Source: an optimization exercise on an open RTL-to-GDS flow (aim: small area and a short achievable clock period). Production flows keep margins and buffers that such runs may drop.
Only simulation tests tie the RTL to the original design; equivalence was not proved.
No activity file was given, so power comes from the tool's default toggle rates.

==> flow/design.v, too long to show whole: its modules and the start of the top module <==
// module mk_mac: 957 lines
module mk_mac(CLK,
	      RST_N,
	      put_inp_A_a,
	      EN_put_inp_A,
	      RDY_put_inp_A,
	      put_inp_B_b,
	      EN_put_inp_B,
	      RDY_put_inp_B,
	      put_inp_C_c,
	      EN_put_inp_C,
	      RDY_put_inp_C,
	      put_inp_sel_sel,
	      EN_put_inp_sel,
	      RDY_put_inp_sel,
	      get_mac_op,
	      RDY_get_mac_op);
  // ...
==> flow/flow/run.sh <==
#!/bin/bash
# Layout flow: the standard synthesis; then the combinational logic of its
# netlist is re-mapped by ABC with every flip-flop instance (name, cell type,
# connections) kept as it is, and the result is checked equivalent to the
# standard netlist (if the check fails, the standard netlist is used); then
# the standard layout steps, with faster port buffers and a tighter
# timing-repair target.  Each tool writes its own log here.
set -e
W=$(pwd)
ABC_D=9.0          # delay target (ps) for the gate sizing in ABC
bash standard.sh synth > synth.log 2>&1

RES=$(dirname "$(find "$W/orfs/results" -name 1_2_yosys.v | head -1)")
LOGD=$(dirname "$(find "$W/orfs/logs" -name 1_2_yosys.log | head -1)")
OBJ=$(dirname "$(find "$W/orfs/objects" -name abc.constr | head -1)")
LIB="$FLOW_HOME/platforms/$FLOW_PLATFORM/lib/sky130_fd_sc_hd__tt_025C_1v80.lib"
YOSYS=$(command -v yosys || echo "$FLOW_HOME/../tools/install/yosys/bin/yosys")
DU=$(grep -o -- '-dont_use [A-Za-z0-9_]*' "$LOGD/1_2_yosys.log" | sort -u | tr '\n' ' ')
KEEP="=sky130_fd_sc_hd__dfxtp_1 =sky130_fd_sc_hd__edfxtp_1 =sky130_fd_sc_hd__conb_1 =sky130_fd_sc_hd__fa_1 =sky130_fd_sc_hd__ha_1"
cp "$RES/1_2_yosys.v" "$W/std_netlist.v"

sed -e "s#@LIB@#$LIB#g" -e "s#@KEEP@#$KEEP#g" -e "s#@IN@#$W/std_netlist.v#g" \
    -e "s#@SCRIPT@#$W/flow/resyn.abc#g" -e "s#@DU@#$DU#g" -e "s#@CONSTR@#$OBJ/abc.constr#g" \
    -e "s#@D@#$ABC_D#g" -e "s#@OUT@#$W/resyn_netlist.v#g" flow/resyn.ys.in > resyn.ys
sed -e "s#@LIB@#$LIB#g" -e "s#@GOLD@#$W/std_netlist.v#g" -e "s#@GATE@#$W/resyn_netlist.v#g" \
    flow/equiv.ys.in > equiv.ys

if "$YOSYS" -l resyn.log resyn.ys > /dev/null 2>&1 &&
   "$YOSYS" -l equiv.log equiv.ys > /dev/null 2>&1 &&
   grep -q "Equivalence successfully proven" equiv.log; then
  cp "$W/resyn_netlist.v" "$RES/1_2_yosys.v"
  bash standard.sh synth > synth2.log 2>&1
else
  echo "re-mapping not used" > resyn_skipped.txt
fi

bash standard.sh "BUFFER_PORTS_ARGS=-buffer_cell sky130_fd_sc_hd__buf_2" SETUP_SLACK_MARGIN=6.15 finish > layout.log 2>&1
==> flow/flow/equiv.ys.in <==
# Equivalence of the re-mapped netlist with the standard one; the flip-flops
# pair up by instance name.
read_liberty -wb -ignore_miss_func @LIB@
read_verilog @GOLD@
rename mk_mac gold
read_verilog @GATE@
rename mk_mac gate
flatten -wb gold gate
opt_clean gold gate
async2sync
equiv_make gold gate equiv
hierarchy -top equiv
equiv_simple
equiv_status
==> flow/flow/resyn.abc <==
strash
&get -n
&st
&dch -f
&nf
&st
&dch -f
&nf
&put
buffer -c
upsize -c
dnsize -c
==> flow/flow/resyn.ys.in <==
# Re-map the combinational logic of the standard synthesis netlist, keeping
# every flip-flop instance (name, cell type and connections) as it is.
read_liberty -wb -ignore_miss_func @LIB@
setattr -mod -set keep_hierarchy 1 @KEEP@
read_verilog @IN@
hierarchy -top mk_mac
flatten -wb
opt -purge
abc -script @SCRIPT@ -liberty @LIB@ @DU@ -constr @CONSTR@ -D @D@
opt_clean -purge
hilomap -singleton -hicell sky130_fd_sc_hd__conb_1 HI -locell sky130_fd_sc_hd__conb_1 LO
insbuf -buf sky130_fd_sc_hd__buf_4 A X
splitnets
opt_clean -purge
stat -liberty @LIB@
write_verilog -noattr -noexpr -nohex -nodec @OUT@
==> flow/standard.sh <==
#!/bin/bash
# synth_recipe.tcl (not shown) runs the flow's synth.tcl, then flattens the netlist and writes it again
# the make line also repeats each setting of config.mk as NAME=value (left out here)
make -C /OpenROAD-flow-scripts/flow DESIGN_CONFIG=/design/flow/config.mk WORK_HOME=/design/flow/orfs CLKGATE_MAP_FILE= SYNTH_SCRIPT=/design/flow/synth_recipe.tcl "${@:-finish}"
==> flow/config.mk <==
export PLATFORM = sky130hd
export DESIGN_NAME = mk_mac
export DESIGN_NICKNAME = mk_mac
export VERILOG_FILES = /design/flow/design.v
export SDC_FILE = /design/flow/constraint.sdc
export NUM_CORES = 8
export LEC_CHECK = 0
export ABC_AREA = 0
export CAP_MARGIN = 0
export CORE_MARGIN = 2
export CORE_UTILIZATION = 65
export CTS_CLUSTER_DIAMETER = 100
export CTS_CLUSTER_SIZE = 30
export PLACE_DENSITY = 0.75
export SLEW_MARGIN = 0
==> flow/constraint.sdc <==
create_clock -name core_clock -period 9.0 [get_ports {CLK}]
set_input_delay 1.8000 -clock core_clock [delete_from_list [all_inputs] [get_ports {CLK}]]
set_output_delay 1.8000 -clock core_clock [all_outputs]
set_load 0.01 [all_outputs]
==> summary.txt, run 1 <==
Worst IR Drop VDD: 196 uV
initial antenna violation count: 3
Area after DPL: 24800 um2
total net switching power: 0.00269 W
kind of critical path: reg2reg
Bufs on Longest Clock Path: 3
WL per Instance: 19.3 um
fraction of area in multi-input gates: 36.5%
row count: 70
multi-input gate count: 1287
global route overflow: 0
clock network latency to the later pin of the worst-skew pair: 0.57 ns
CP Capture Point: t5_m[17]
Comb power frac: 32.0%
reg2reg path depth: 11
WL met1: 22300 um
commonest non-fill, non-tap cell in the layout: dfxtp_1
status: timing/DRC/antenna clean
Avg Cell Area, Syn: 11.3 um2
Final Hold Viols: 0
Hold EP: t1_c[28]
Pwr Density: 297 nW/um2
nets@finish: 2481
Post-Place Worst Slack: 5.21 ns
startpoint class of the critical path: flip-flop
Root Buffer: clkbuf_16
Fill cells: 2590
GP Congestion: 0.893
Die Wd: 195 um
Fmax achieved: 322 MHz
hold_sp: t0_c[28]
Sw Share: 34.2%
Yosys warning count: 1
Die Area: 38200 um2
==> run 2, diff against run 1 <==
--- a/flow/flow/run.sh
+++ b/flow/flow/run.sh
@@ -16,7 +16,7 @@
 LIB="$FLOW_HOME/platforms/$FLOW_PLATFORM/lib/sky130_fd_sc_hd__tt_025C_1v80.lib"
 YOSYS=$(command -v yosys || echo "$FLOW_HOME/../tools/install/yosys/bin/yosys")
 DU=$(grep -o -- '-dont_use [A-Za-z0-9_]*' "$LOGD/1_2_yosys.log" | sort -u | tr '\n' ' ')
-KEEP="=sky130_fd_sc_hd__dfxtp_1 =sky130_fd_sc_hd__edfxtp_1 =sky130_fd_sc_hd__conb_1 =sky130_fd_sc_hd__fa_1 =sky130_fd_sc_hd__ha_1"
+KEEP="=sky130_fd_sc_hd__dfxtp_1 =sky130_fd_sc_hd__edfxtp_1 =sky130_fd_sc_hd__conb_1"
 cp "$RES/1_2_yosys.v" "$W/std_netlist.v"
 
 sed -e "s#@LIB@#$LIB#g" -e "s#@KEEP@#$KEEP#g" -e "s#@IN@#$W/std_netlist.v#g" \
--- a/flow/config.mk
+++ b/flow/config.mk
@@ -9,7 +9,7 @@
 export CAP_MARGIN = 0
 export CORE_MARGIN = 2
 export CORE_UTILIZATION = 65
-export CTS_CLUSTER_DIAMETER = 100
-export CTS_CLUSTER_SIZE = 30
+export CTS_CLUSTER_DIAMETER = 110
+export CTS_CLUSTER_SIZE = 34
 export PLACE_DENSITY = 0.75
 export SLEW_MARGIN = 0
==> summary.txt, run 2 <==
Die Area: 38100 um2 (was 38200 um2)
CTS tree: done (unchanged)
initial antenna violation count: 3 (unchanged)
kind of critical path: reg2out (was reg2reg)
most frequent cells in the layout: 525 x dfxtp_1, 197 x nand2_1, 194 x nor2_1, 157 x xnor2_1, 120 x o21ai_0 (was 504 x dfxtp_1, 161 x nor2_1, 128 x nand2_1, 121 x inv_1, 114 x a21oi_1)
vias in the first global route: 15054 (was 15276)
reg2reg start: t0_r0[1] (was t4_sub)
Fmax achieved: 353 MHz (was 322 MHz)
Total Routed Length: 49300 um (was 52700 um)
GP Congestion: 0.961 (was 0.893)
global route overflow: 0 (unchanged)
RSZ-0062 raised after global routing: yes (unchanged)
Hold Crit Depth: 0 (unchanged)
Slew headroom: 29.1% (was 26.3%)
initial DRC count: 938 (was 855)
total design power: 0.00779 W (was 0.00787 W)
Bufs on Longest Clock Path: 3 (unchanged)
Core ar.: 35700 um2 (was 36300 um2)
Worst IR Drop VDD: 210 uV (was 196 uV)
Worst-path clk slew: 0.12 ns (was 0.11 ns)
FF+latch area: 13700 um2 (was 13800 um2)
Final Hold Viols: 0 (unchanged)
CTS Hold Buffers Added: 0 (unchanged)
DIE HEIGHT: 195 um (about the same)
Hold EP: t1_c[27] (was t1_c[28])
largest net degree at the start of global routing: 98 (was 42)
placed insts: 2755 (was 2630)
met2 Usage GRT: 44.6% (was 48.9%)
Total Routing Usage GR: 25.1% (was 27.4%)
Sw Share: 34.5% (was 34.2%)
H-tree depth: 1 (unchanged)
reg2reg path depth: 11 (unchanged)
Initial Util: 66.4% (was 65.6%)
fin crit share: 31.4% (was 34.6%)
Mapped Cells: 2265 (was 2116)
total net switching power: 0.00269 W (about the same)
hold_sp: t0_c[27] (was t0_c[28])
Min Hold Slack: 0.321 ns (was 0.331 ns)
Die Wd: 195 um (about the same)
Comb power frac: 31.8% (was 32.0%)
Avg Cell Area, Syn: 10.5 um2 (was 11.3 um2)
CP peak stage delay: 0.33 ns (was 0.43 ns)
first-pass GRT wire length: 76600 um (was 81700 um)
Num CTS Buffers: 22 (was 25)
First-pass DRT Iterations: 6 (was 5)
crit-path cells: buf_2 (was ha_4 -> ha_4 -> a31o_4 -> a221o_1 -> a21oi_2 -> o211ai_1 -> a221o_1 -> a221o_2 -> buf_4 -> fa_2 -> xor2_1)
CP max stage cell: dfxtp_1 (was a221o_2)
final instance area: 25500 um2 (was 26500 um2)
Worst EP arrival: 1.03 ns (was 3.57 ns)
fin cells: 2811 (was 2731)
Bufs and invs on worst path: 1 (unchanged)
Worst R2R End: t1_q[0] (was t5_m[17])
nets@finish: 2405 (was 2481)
io pins: 108 (unchanged)
type of the tightest min-delay check: reg2reg (unchanged)
startpoint class of the critical path: flip-flop (unchanged)
Clock Power Share: 16.4% (was 16.9%)
Area after DPL: 24600 um2 (was 24800 um2)
clk_skew: 0.0159 ns (was 0.0169 ns)
clock network latency to the later pin of the worst-skew pair: 0.57 ns (about the same)
status: timing/DRC/antenna clean (unchanged)
share of layout cells above drive strength 1: 12.0% (was 16.1%)
WL per Instance: 17.6 um (was 19.3 um)
Root Buffer: clkbuf_16 (unchanged)
Pwr Density: 305 nW/um2 (was 297 nW/um2)
commonest non-fill, non-tap cell in the layout: dfxtp_1 (unchanged)
Synth Cell Area: 23700 um2 (was 23800 um2)
hpwl dp: 36500 um (was 38500 um)
Multi-input gate area: 9510 um2 (was 9680 um2)
CP Capture Type: primary output (was flip-flop)
setup total negative slack: 0 ns (unchanged)
top fanout value on the critical path: 1 (was 4)
Reg2Reg Setup Slack: 6.25 ns (was 5.89 ns)
Clock Sinks: 636 (unchanged)
final setup fails: 0 (unchanged)
row count: 69 (was 70)
via count: 15868 (was 15220)
internal power: 0.00510 W (was 0.00518 W)
GR peak layer: met2 (unchanged)
Period minus WS final: 2.83 ns (was 3.11 ns)
actual slew at the worst max-slew pin: 1.06 ns (was 1.10 ns)
M3 GR Usage: 3.13% (was 2.38%)
Slew Limit Fails: 0 (unchanged)
post-DR vias/cell: 5.64 (was 5.57)
sequential power share: 51.8% (was 51.2%)
Lkg Pwr: 10.1 nW (was 11.2 nW)
delay-heaviest family, CP: flip-flops (was compound AO/OA/AOI/OAI gates)
max-cap violations: 0 (unchanged)
Setup crit start: rg_out[2] (was t4_sub)
met1 usage: 31.8% (was 35.6%)
IO Port Bufs: 102 (unchanged)
Fill cells: 2688 (was 2590)
Area Overhead vs Synth: 7.61% (was 11.3%)
Yosys warning count: 1 (unchanged)
Post-route DRC: 0 (unchanged)
Final ANT Viol Nets: 0 (unchanged)
CP required: 7.20 ns (was 9.46 ns)
## run 2: layer usage
layer  vias to the layer above  routed length, um
met4                         0               1960
met5                         -                  0
met1                      7382              21200
li1                       7923                  -
met3                        97               2430
met2                       466              23800
## run 2: metrics by stage
stage,util (%),setup WS [ns]
2_1_floorplan,-,6.51
3_3_place_gp,68.8,5.98
3_5_place_dp,68.8,5.94
4_1_cts,70.7,6.14
5_1_grt,71.5,6.10
6_report,71.5,6.17
## run 2: layout make-up
type,instances,share of cell area (%)
Antenna cell,1,0.00980
Clock buffer,37,2.46
Clock inverter,2,0.0539
Inverter,67,0.989
Multi-Input combinational cell,1477,37.2
Sequential cell,636,53.8
Tap cell,461,2.26
Timing Repair Buffer,130,3.23
## run 2: worst max-delay path by stage
stage | cells after the start | slack [ns] | to
CTS | 1 | 6.14 | get_mac_op[6]
floorplan | 11 | 6.51 | rg_out[31]
finish | 1 | 6.17 | get_mac_op[2]
detailed placement | 9 | 5.94 | t0_r0[11]
global route | 11 | 6.10 | rg_out[31]
global placement | 9 | 5.98 | t0_r0[11]
## run 2: power by group through the flow
stage,combinational (W),clock (W),sequential (W)
6_report,0.00248,0.00128,0.00403
4_1_cts,0.00240,0.00130,0.00402
3_3_place_gp,0.00235,0,0.00406
2_1_floorplan,0.00194,0,0.00389
5_1_grt,0.00274,0.00139,0.00411
3_5_place_dp,0.00239,0,0.00409
## run 2: worst register-to-register path, cell delays in order (launching register included)
cell       delay, ns
dfxtp_1         0.36
a22oi_2         0.27
o31ai_4         0.10
a221oi_2        0.32
o31ai_2         0.12
maj3_2          0.36
a21oi_2         0.21
nand4bb_1       0.19
nand2_1         0.12
a21oi_2         0.20
o21a_1          0.25
xnor2_2         0.17
## run 2: what timing repair did
item / 4_1_cts / 5_1_grt
gates cloned: 0 / 3
buffers inserted: 0 / 13
setup endpoints to repair: 48 / 75
resized for setup: 10 / 34
==> run 3, diff against run 2 <==
--- a/flow/flow/run.sh
+++ b/flow/flow/run.sh
@@ -34,4 +34,4 @@
   echo "re-mapping not used" > resyn_skipped.txt
 fi
 
-bash standard.sh "BUFFER_PORTS_ARGS=-buffer_cell sky130_fd_sc_hd__buf_2" SETUP_SLACK_MARGIN=6.15 finish > layout.log 2>&1
+bash standard.sh "BUFFER_PORTS_ARGS=-buffer_cell sky130_fd_sc_hd__buf_2" SETUP_SLACK_MARGIN=6.2 finish > layout.log 2>&1
--- a/flow/config.mk
+++ b/flow/config.mk
@@ -9,7 +9,7 @@
 export CAP_MARGIN = 0
 export CORE_MARGIN = 2
 export CORE_UTILIZATION = 65
-export CTS_CLUSTER_DIAMETER = 110
-export CTS_CLUSTER_SIZE = 34
+export CTS_CLUSTER_DIAMETER = 100
+export CTS_CLUSTER_SIZE = 32
 export PLACE_DENSITY = 0.75
 export SLEW_MARGIN = 0
==> summary.txt, run 3 <==
row count: 69 (unchanged)
Final ANT Viol Nets: 0 (unchanged)
Clock Sinks: 636 (unchanged)
actual slew at the worst max-slew pin: 1.05 ns (was 1.06 ns)
CP peak stage delay: 0.34 ns (was 0.33 ns)
Slew Limit Fails: 0 (unchanged)
Core ar.: 35700 um2 (unchanged)
reg2reg path depth: 11 (unchanged)
final core occ: 71.5% (about the same)
Total Routing Usage GR: 25.0% (was 25.1%)
Bufs and invs on worst path: 1 (unchanged)
post-DR vias/cell: 5.64 (about the same)
global route overflow: 0 (unchanged)
initial DRC count: 944 (was 938)
Bufs on Longest Clock Path: 3 (unchanged)
Total Routed Length: 48900 um (was 49300 um)
Mapped Cells: 2265 (unchanged)
Avg Cell Area, Syn: 10.5 um2 (unchanged)
Period minus WS final: 2.82 ns (was 2.83 ns)
clock network latency to the later pin of the worst-skew pair: 0.57 ns (about the same)
Hold EP: t2_c[11] (was t1_c[27])
GP Congestion: 0.961 (unchanged)
Fmax achieved: 355 MHz (was 353 MHz)
Worst-path clk slew: 0.11 ns (was 0.12 ns)
Lkg Pwr: 10.1 nW (about the same)
largest net degree at the start of global routing: 98 (unchanged)
Slew headroom: 29.7% (was 29.1%)
Die Area: 38100 um2 (unchanged)
fin crit share: 31.3% (was 31.4%)
Multi-input gate area: 9520 um2 (was 9510 um2)
Yosys warning count: 1 (unchanged)
Reg2Reg Setup Slack: 6.30 ns (was 6.25 ns)
Setup crit start: rg_out[4] (was rg_out[2])
Fill cells: 2685 (was 2688)
CP Capture Type: primary output (unchanged)
Num CTS Buffers: 23 (was 22)
commonest non-fill, non-tap cell in the layout: dfxtp_1 (unchanged)
via count: 15842 (was 15868)
Worst EP arrival: 1.02 ns (was 1.03 ns)
top fanout value on the critical path: 1 (unchanged)
delay-heaviest family, CP: flip-flops (unchanged)
Die Wd: 195 um (unchanged)
hpwl dp: 36500 um (unchanged)
io pins: 108 (unchanged)
CTS tree: done (unchanged)
status: timing/DRC/antenna clean (unchanged)
WL per Instance: 17.4 um (was 17.6 um)
DIE HEIGHT: 195 um (unchanged)
setup total negative slack: 0 ns (unchanged)
type of the tightest min-delay check: reg2reg (unchanged)
final setup fails: 0 (unchanged)
initial antenna violation count: 3 (unchanged)
Area Overhead vs Synth: 7.72% (was 7.61%)
IO Port Bufs: 102 (unchanged)
H-tree depth: 1 (unchanged)
startpoint class of the critical path: flip-flop (unchanged)
Final Hold Viols: 0 (unchanged)
vias in the first global route: 15006 (was 15054)
reg2reg start: i8_ch[0] (was t0_r0[1])
Synth Cell Area: 23700 um2 (unchanged)
clk_skew: 0.0257 ns (was 0.0159 ns)
Post-route DRC: 0 (unchanged)
Pwr Density: 304 nW/um2 (was 305 nW/um2)
RSZ-0062 raised after global routing: yes (unchanged)
Hold Crit Depth: 0 (unchanged)
nets@finish: 2408 (was 2405)
kind of critical path: reg2out (unchanged)
First-pass DRT Iterations: 6 (unchanged)
most frequent cells in the layout: 523 x dfxtp_1, 197 x nand2_1, 194 x nor2_1, 157 x xnor2_1, 119 x o21ai_0 (was 525 x dfxtp_1, 197 x nand2_1, 194 x nor2_1, 157 x xnor2_1, 120 x o21ai_0)
hold_sp: t1_c[11] (was t0_c[27])
CP required: 7.20 ns (about the same)
diode count: 0 (was 1)
CP max stage cell: dfxtp_2 (was dfxtp_1)
max-cap violations: 0 (unchanged)
first-pass GRT wire length: 76600 um (about the same)
share of layout cells above drive strength 1: 12.3% (was 12.0%)
Root Buffer: clkbuf_16 (unchanged)
Worst R2R End: rg_out[31] (was t1_q[0])
Worst IR Drop VDD: 185 uV (was 210 uV)
Initial Util: 66.4% (unchanged)
crit-path cells: buf_6 (was buf_2)
FF+latch area: 13700 um2 (about the same)
run 3: timing repair:
action | in CTS | in global routing
hold buffers | 0 | 0
cloned | 0 | 2
setup endpoints to repair | 79 | 97
buffers inserted | 0 | 16
pin swaps | 0 | 4
resized for setup | 15 | 39
run 3: routing by layer:
layer / track usage [%] / vias up / wire length (um) / share of wire (%)
met1: 32.2 / 7356 / 21100 / 43
met4: 8.37 / 0 / 1900 / 3.9
met2: 44.5 / 466 / 23600 / 48
li1: - / 7920 / - / -
met3: 2.49 / 100 / 2270 / 4.6
met5: 0 / - / 0 / 0
run 3: how the worst max path moves through the flow:
stage,to,cells past startpoint
global placement,t0_r0[11],9
finish,get_mac_op[4],1
CTS,get_mac_op[4],1
detailed placement,t0_r0[11],9
global route,rg_out[31],11
floorplan,rg_out[31],11
run 3: area by class of cell:
| class | instances | area share (%) |
|---|---|---|
| clock buffer | 37 | 2.46 |
| tap | 461 | 2.26 |
| sequential | 636 | 53.7 |
| timing repair buffer | 132 | 3.29 |
| inverter | 67 | 0.993 |
| clock inverter | 1 | 0.0196 |
| multi-input combinational | 1477 | 37.2 |
run 3: stage by stage:
stage	cells	instance area [um2]	hold slack, ns	worst slack, ns	total power [W]
finish	2811	25600	0.332	6.18	0.00778
detailed placement	2755	24600	0.312	5.94	0.00647
floorplan	2269	23800	0.310	6.51	0.00582
global route	2811	25600	0.339	6.11	0.00825
CTS	2793	25300	0.332	6.16	0.00772
global placement	2755	24600	0.310	5.98	0.00641
run 3: where the power goes:
part | internal, W | switching [W] | total, W | leakage (nW)
Clock | 0.000488 | 0.000781 | 0.00127 | 0.304
Sequential | 0.00352 | 0.000509 | 0.00403 | 5.46
Combinational | 0.00110 | 0.00138 | 0.00248 | 4.32
==> run 4, diff against run 3 <==
--- a/flow/flow/run.sh
+++ b/flow/flow/run.sh
@@ -34,4 +34,4 @@
   echo "re-mapping not used" > resyn_skipped.txt
 fi
 
-bash standard.sh "BUFFER_PORTS_ARGS=-buffer_cell sky130_fd_sc_hd__buf_2" SETUP_SLACK_MARGIN=6.2 finish > layout.log 2>&1
+bash standard.sh "BUFFER_PORTS_ARGS=-buffer_cell sky130_fd_sc_hd__buf_2" SETUP_SLACK_MARGIN=6.05 finish > layout.log 2>&1
--- a/flow/config.mk
+++ b/flow/config.mk
@@ -10,6 +10,6 @@
 export CORE_MARGIN = 2
 export CORE_UTILIZATION = 65
 export CTS_CLUSTER_DIAMETER = 100
-export CTS_CLUSTER_SIZE = 32
+export CTS_CLUSTER_SIZE = 30
 export PLACE_DENSITY = 0.75
 export SLEW_MARGIN = 0
==> summary.txt, run 4 <==
status: timing/DRC/antenna clean (unchanged)
delay-heaviest family, CP: compound AO/OA/AOI/OAI gates (was flip-flops)
Bufs and invs on worst path: 0 (was 1)
reg2reg path depth: 11 (unchanged)
CP required: 9.46 ns (was 7.20 ns)
largest net degree at the start of global routing: 98 (unchanged)
final instance area: 25400 um2 (was 25600 um2)
Slew Limit Fails: 0 (unchanged)
Initial Util: 66.4% (unchanged)
clk_skew: 0.0220 ns (was 0.0257 ns)
reg2reg start: t0_r0[1] (was i8_ch[0])
Mapped Cells: 2265 (unchanged)
max-cap violations: 0 (unchanged)
CP max stage cell: dfxtp_1 (was dfxtp_2)
Area Overhead vs Synth: 7.09% (was 7.72%)
Worst-path clk slew: 0.11 ns (about the same)
hpwl dp: 36500 um (unchanged)
CTS Hold Buffers Added: 0 (unchanged)
Final ANT Viol Nets: 0 (unchanged)
First-pass DRT Iterations: 7 (was 6)
CP peak stage delay: 0.40 ns (was 0.34 ns)
via count: 15843 (was 15842)
H-tree depth: 1 (unchanged)
commonest non-fill, non-tap cell in the layout: dfxtp_1 (unchanged)
Area after DPL: 24600 um2 (unchanged)
Final Hold Viols: 0 (unchanged)
Yosys warning count: 1 (unchanged)
Bufs on Longest Clock Path: 3 (unchanged)
Die Wd: 195 um (unchanged)
final setup fails: 0 (unchanged)
first-pass GRT wire length: 77000 um (was 76600 um)
initial antenna violation count: 3 (unchanged)
Die Area: 38100 um2 (unchanged)
Slew headroom: 29.3% (was 29.7%)
Lkg Pwr: 10.0 nW (was 10.1 nW)
WL per Instance: 17.3 um (was 17.4 um)
global route overflow: 0 (unchanged)
Root Buffer: clkbuf_16 (unchanged)
crit-path most repeated cell: o31ai_2
Hold Crit Depth: 0 (unchanged)
post-DR vias/cell: 5.64 (about the same)
CTS tree: done (unchanged)
Avg Cell Area, Syn: 10.5 um2 (unchanged)
kind of critical path: reg2reg (was reg2out)
Worst R2R End: t1_q[0] (was rg_out[31])
diode count: 0 (unchanged)
Num CTS Buffers: 25 (was 23)
io pins: 108 (unchanged)
vias in the first global route: 15065 (was 15006)
IO Port Bufs: 102 (unchanged)
Reg2Reg Setup Slack: 6.12 ns (was 6.30 ns)
Hold EP: t2_c[11] (unchanged)
type of the tightest min-delay check: reg2reg (unchanged)
CP Capture Type: flip-flop (was primary output)
GP Congestion: 0.961 (unchanged)
Clock Sinks: 636 (unchanged)
share of layout cells above drive strength 1: 11.1% (was 12.3%)
Post-route DRC: 0 (unchanged)
top fanout value on the critical path: 3 (was 1)
most frequent cells in the layout: 537 x dfxtp_1, 197 x nand2_1, 194 x nor2_1, 158 x xnor2_1, 120 x o21ai_0 (was 523 x dfxtp_1, 197 x nand2_1, 194 x nor2_1, 157 x xnor2_1, 119 x o21ai_0)
row count: 69 (unchanged)
setup total negative slack: 0 ns (unchanged)
Core ar.: 35700 um2 (unchanged)
nets@finish: 2401 (was 2408)
Total Routed Length: 48700 um (was 48900 um)
fin crit share: 32.0% (was 31.3%)
Worst IR Drop VDD: 214 uV (was 185 uV)
DIE HEIGHT: 195 um (unchanged)
RSZ-0062 raised after global routing: yes (unchanged)
initial DRC count: 963 (was 944)
Pwr Density: 307 nW/um2 (was 304 nW/um2)
crit-path cells: nor2_1 -> o31ai_2 -> a221oi_2 -> o31ai_2 -> maj3_2 -> a21oi_2 -> nand4bb_1 -> nand2_1 -> a21oi_1 -> o21a_1 -> xnor2_1 (was buf_6)
Period minus WS final: 2.88 ns (was 2.82 ns)
Total Routing Usage GR: 25.2% (was 25.0%)
startpoint class of the critical path: flip-flop (unchanged)
Fmax achieved: 347 MHz (was 355 MHz)
Synth Cell Area: 23700 um2 (unchanged)
hold_sp: t1_c[11] (unchanged)
clock network latency to the later pin of the worst-skew pair: 0.58 ns (was 0.57 ns)
Worst EP arrival: 3.34 ns (was 1.02 ns)
actual slew at the worst max-slew pin: 1.06 ns (was 1.05 ns)
==> run 4: cell type report <==
type | count | area (um2)
fill | 2713 | 10300
clock buffer | 39 | 678
inverter | 67 | 255
timing repair buffer | 123 | 689
multi-input combinational | 1477 | 9460
sequential | 636 | 13700
clock inverter | 4 | 38.8
tap | 461 | 577
==> run 4: how the worst max path moves through the flow <==
stage / startpoint / endpoint / slack [ns] / depth (start not counted)
after floorplan: i8_ch[0] / rg_out[31] / 6.51 / 11
after global placement: rg_sel / t0_r0[11] / 5.98 / 9
after detailed placement: rg_sel / t0_r0[11] / 5.94 / 9
after CTS: t6_l[1] / t7_e[7] / 6.07 / 11
after global routing: t0_r0[1] / t1_q[0] / 5.99 / 11
final: t0_r0[1] / t1_q[0] / 6.12 / 11
==> run 4: what timing repair did <==
item	CTS	global route
buffers inserted	0	8
gates resized for setup	2	9
cloned	0	1
setup endpoints to repair	30	23
pin swaps	0	1
==> run 4: where the power goes <==
group          switching, W  internal (W)
Sequential         0.000506       0.00352
Combinational       0.00137       0.00107
Clock              0.000811      0.000535
==> run 4: stage by stage <==
stage	total power (W)	hold WS [ns]	util, %	setup WS, ns	cells
floorplan	0.00582	0.310	-	6.51	2269
global placement	0.00641	0.310	68.8	5.98	2755
detailed placement	0.00647	0.312	68.8	5.94	2755
CTS	0.00780	0.323	70.8	6.07	2798
global route	0.00828	0.330	71.1	5.99	2807
finish	0.00781	0.333	71.1	6.12	2807
==> run 4: worst reg2reg max path, stage by stage, from the launching register on <==
cell and delay [ns]:
dfxtp_1 0.40, nor2_1 0.08, o31ai_2 0.36, a221oi_2 0.13
o31ai_2 0.31, maj3_2 0.33, a21oi_2 0.09, nand4bb_1 0.24
nand2_1 0.14, a21oi_1 0.10, o21a_1 0.24, xnor2_1 0.35
==> run 4: routing by layer <==
metal  track usage (%)  up-vias  routed length, um
li1                  -     7920                  -
met1              32.2     7361              21200
met2              44.5      468              23400
met3              2.82       94               2220
met4              8.91        0               1860
met5                 0        -                  0
==> run 5, diff against run 4 <==
--- a/flow/flow/run.sh
+++ b/flow/flow/run.sh
@@ -34,4 +34,4 @@
   echo "re-mapping not used" > resyn_skipped.txt
 fi
 
-bash standard.sh "BUFFER_PORTS_ARGS=-buffer_cell sky130_fd_sc_hd__buf_2" SETUP_SLACK_MARGIN=6.05 finish > layout.log 2>&1
+bash standard.sh "BUFFER_PORTS_ARGS=-buffer_cell sky130_fd_sc_hd__buf_2" SETUP_SLACK_MARGIN=6.25 finish > layout.log 2>&1
==> summary.txt, run 5 <==
Core ar.: 35700 um2 (unchanged)
Bufs and invs on worst path: 1 (was 0)
fin crit share: 31.5% (was 32.0%)
nets@finish: 2421 (was 2401)
CP peak stage delay: 0.34 ns (was 0.40 ns)
Initial Util: 66.4% (unchanged)
Avg Cell Area, Syn: 10.5 um2 (unchanged)
CTS tree: done (unchanged)
final instance area: 25800 um2 (was 25400 um2)
Area Overhead vs Synth: 8.50% (was 7.09%)
First-pass DRT Iterations: 7 (unchanged)
GP Congestion: 0.961 (unchanged)
setup total negative slack: 0 ns (unchanged)
kind of critical path: reg2out (was reg2reg)
Final Hold Viols: 0 (unchanged)
Bufs on Longest Clock Path: 3 (unchanged)
global route overflow: 0 (unchanged)
Pwr Density: 306 nW/um2 (was 307 nW/um2)
top fanout value on the critical path: 1 (was 3)
Mapped Cells: 2265 (unchanged)
Total Routing Usage GR: 25.2% (about the same)
H-tree depth: 1 (unchanged)
Synth Cell Area: 23700 um2 (unchanged)
startpoint class of the critical path: flip-flop (unchanged)
crit-path cells: buf_6 (was nor2_1 -> o31ai_2 -> a221oi_2 -> o31ai_2 -> maj3_2 -> a21oi_2 -> nand4bb_1 -> nand2_1 -> a21oi_1 -> o21a_1 -> xnor2_1)
Fill cells: 2662 (was 2713)
status: timing/DRC/antenna clean (unchanged)
IO Port Bufs: 102 (unchanged)
row count: 69 (unchanged)
first-pass GRT wire length: 77000 um (about the same)
Worst-path clk slew: 0.11 ns (about the same)
Worst EP arrival: 1.04 ns (was 3.34 ns)
DIE HEIGHT: 195 um (unchanged)
Area after DPL: 24600 um2 (unchanged)
vias in the first global route: 15113 (was 15065)
Period minus WS final: 2.84 ns (was 2.88 ns)
total design power: 0.00788 W (was 0.00781 W)
CP Capture Type: primary output (was flip-flop)
largest net degree at the start of global routing: 98 (unchanged)
clk_skew: 0.0180 ns (was 0.0220 ns)
max-cap violations: 0 (unchanged)
final core occ: 72.1% (was 71.1%)
Fmax achieved: 352 MHz (was 347 MHz)
Die Wd: 195 um (unchanged)
delay-heaviest family, CP: flip-flops (was compound AO/OA/AOI/OAI gates)
actual slew at the worst max-slew pin: 1.06 ns (about the same)
Final ANT Viol Nets: 0 (unchanged)
most frequent cells in the layout: 522 x dfxtp_1, 197 x nand2_1, 194 x nor2_1, 157 x xnor2_1, 119 x o21ai_0 (was 537 x dfxtp_1, 197 x nand2_1, 194 x nor2_1, 158 x xnor2_1, 120 x o21ai_0)
Min Hold Slack: 0.328 ns (was 0.333 ns)
CP required: 7.20 ns (was 9.46 ns)
RSZ-0062 raised after global routing: yes (unchanged)
type of the tightest min-delay check: reg2reg (unchanged)
Worst IR Drop VDD: 216 uV (was 214 uV)
Post-route DRC: 0 (unchanged)
Num CTS Buffers: 25 (unchanged)
hpwl dp: 36500 um (unchanged)
WL per Instance: 17.5 um (was 17.3 um)
share of layout cells above drive strength 1: 13.0% (was 11.1%)
Slew Limit Fails: 0 (unchanged)
initial DRC count: 983 (was 963)
Root Buffer: clkbuf_16 (unchanged)
CP max stage cell: dfxtp_2 (was dfxtp_1)
Clock Sinks: 636 (unchanged)
final setup fails: 0 (unchanged)
Lkg Pwr: 10.2 nW (was 10.0 nW)
Yosys warning count: 1 (unchanged)
Die Area: 38100 um2 (unchanged)
Slew headroom: 29.1% (was 29.3%)
via count: 15983 (was 15843)
initial antenna violation count: 4 (was 3)
io pins: 108 (unchanged)
Total Routed Length: 49500 um (was 48700 um)
clock network latency to the later pin of the worst-skew pair: 0.58 ns (about the same)
post-DR vias/cell: 5.65 (was 5.64)
diode count: 0 (unchanged)
commonest non-fill, non-tap cell in the layout: dfxtp_1 (unchanged)
[run 5: power breakdown]
group	leakage, nW	switching, W	internal (W)
logic	4.38	0.00139	0.00111
registers	5.46	0.000510	0.00352
clock network	0.345	0.000815	0.000535
[run 5: worst paths after layout]
check | depth (start not counted) | slack, ns | from | end
max | 1 | 6.16 | rg_out[15] | get_mac_op[15]
min | 0 | 0.33 | t4_e[6] | t5_e[6]
max reg2reg | 11 | 6.35 | t0_r0[1] | t1_q[0]
min reg2reg | 0 | 0.33 | t4_e[6] | t5_e[6]
[run 5: layer usage]
metal	vias to the layer above	part of all wire (%)	track usage, %
met5	-	0.024	0
met4	2	4.0	9.16
met3	104	4.7	2.83
met2	457	48	44.4
met1	7462	43	32.1
li1	7958	-	-
[run 5: what timing repair did]
item,4_1_cts,5_1_grt
resized for setup,17,43
cloned,0,3
hold buffers,0,0
endpoints found under the setup margin,81,99
pin swaps,1,8
buffers inserted,4,22
[run 5: cell type report]
cell class,instances,area [um2],share of cell area [%]
repair buffers,143,926,3.59
flip-flops and latches,636,13700,53.4
inverters,67,254,0.986
multi-input cells,1477,9540,37.0
clock inverters,4,38.8,0.151
clock buffers,39,678,2.63
well taps,461,577,2.24
[run 5: per-stage QoR]
| stage | instances | setup slack (ns) |
|---|---|---|
| floorplan | 2269 | 6.51 |
| global placement | 2755 | 5.98 |
| detailed placement | 2755 | 5.94 |
| CTS | 2802 | 6.13 |
| global route | 2827 | 6.12 |
| finish | 2827 | 6.16 |

-- re-timing with driven ports --
Ports are ideal in the flow. The routed layouts listed here were re-timed in OpenROAD.
Step 1 (the two cells are an assumption about what drives the block):
set clk [get_ports {CLK}]
set_driving_cell -lib_cell sky130_fd_sc_hd__clkbuf_16 $clk
set_driving_cell -lib_cell sky130_fd_sc_hd__buf_2 [delete_from_list [all_inputs] $clk]
Step 2 times the ports against the registers' clock, not the clock port: input delays grow and output delays shrink by t, the midpoint of the rising clock arrivals with the driver on.
Slacks: no drivers / after step 1 / after step 2; pairs: no drivers / after step 1.
run	shift t [ns]	setup WS [ns]	slew at the worst register clock pin (ns)
run 1	0.619	5.890 / 5.890 / 5.890	0.11 / 0.11
run 2	0.619	6.170 / 6.116 / 6.217	0.12 / 0.12
run 3	0.613	6.182 / 6.128 / 6.217	0.12 / 0.12
run 4	0.629	6.116 / 6.094 / 6.116	0.12 / 0.12
run 5	0.633	6.163 / 6.107 / 6.203	0.12 / 0.12
After both steps every run listed still meets setup and hold.
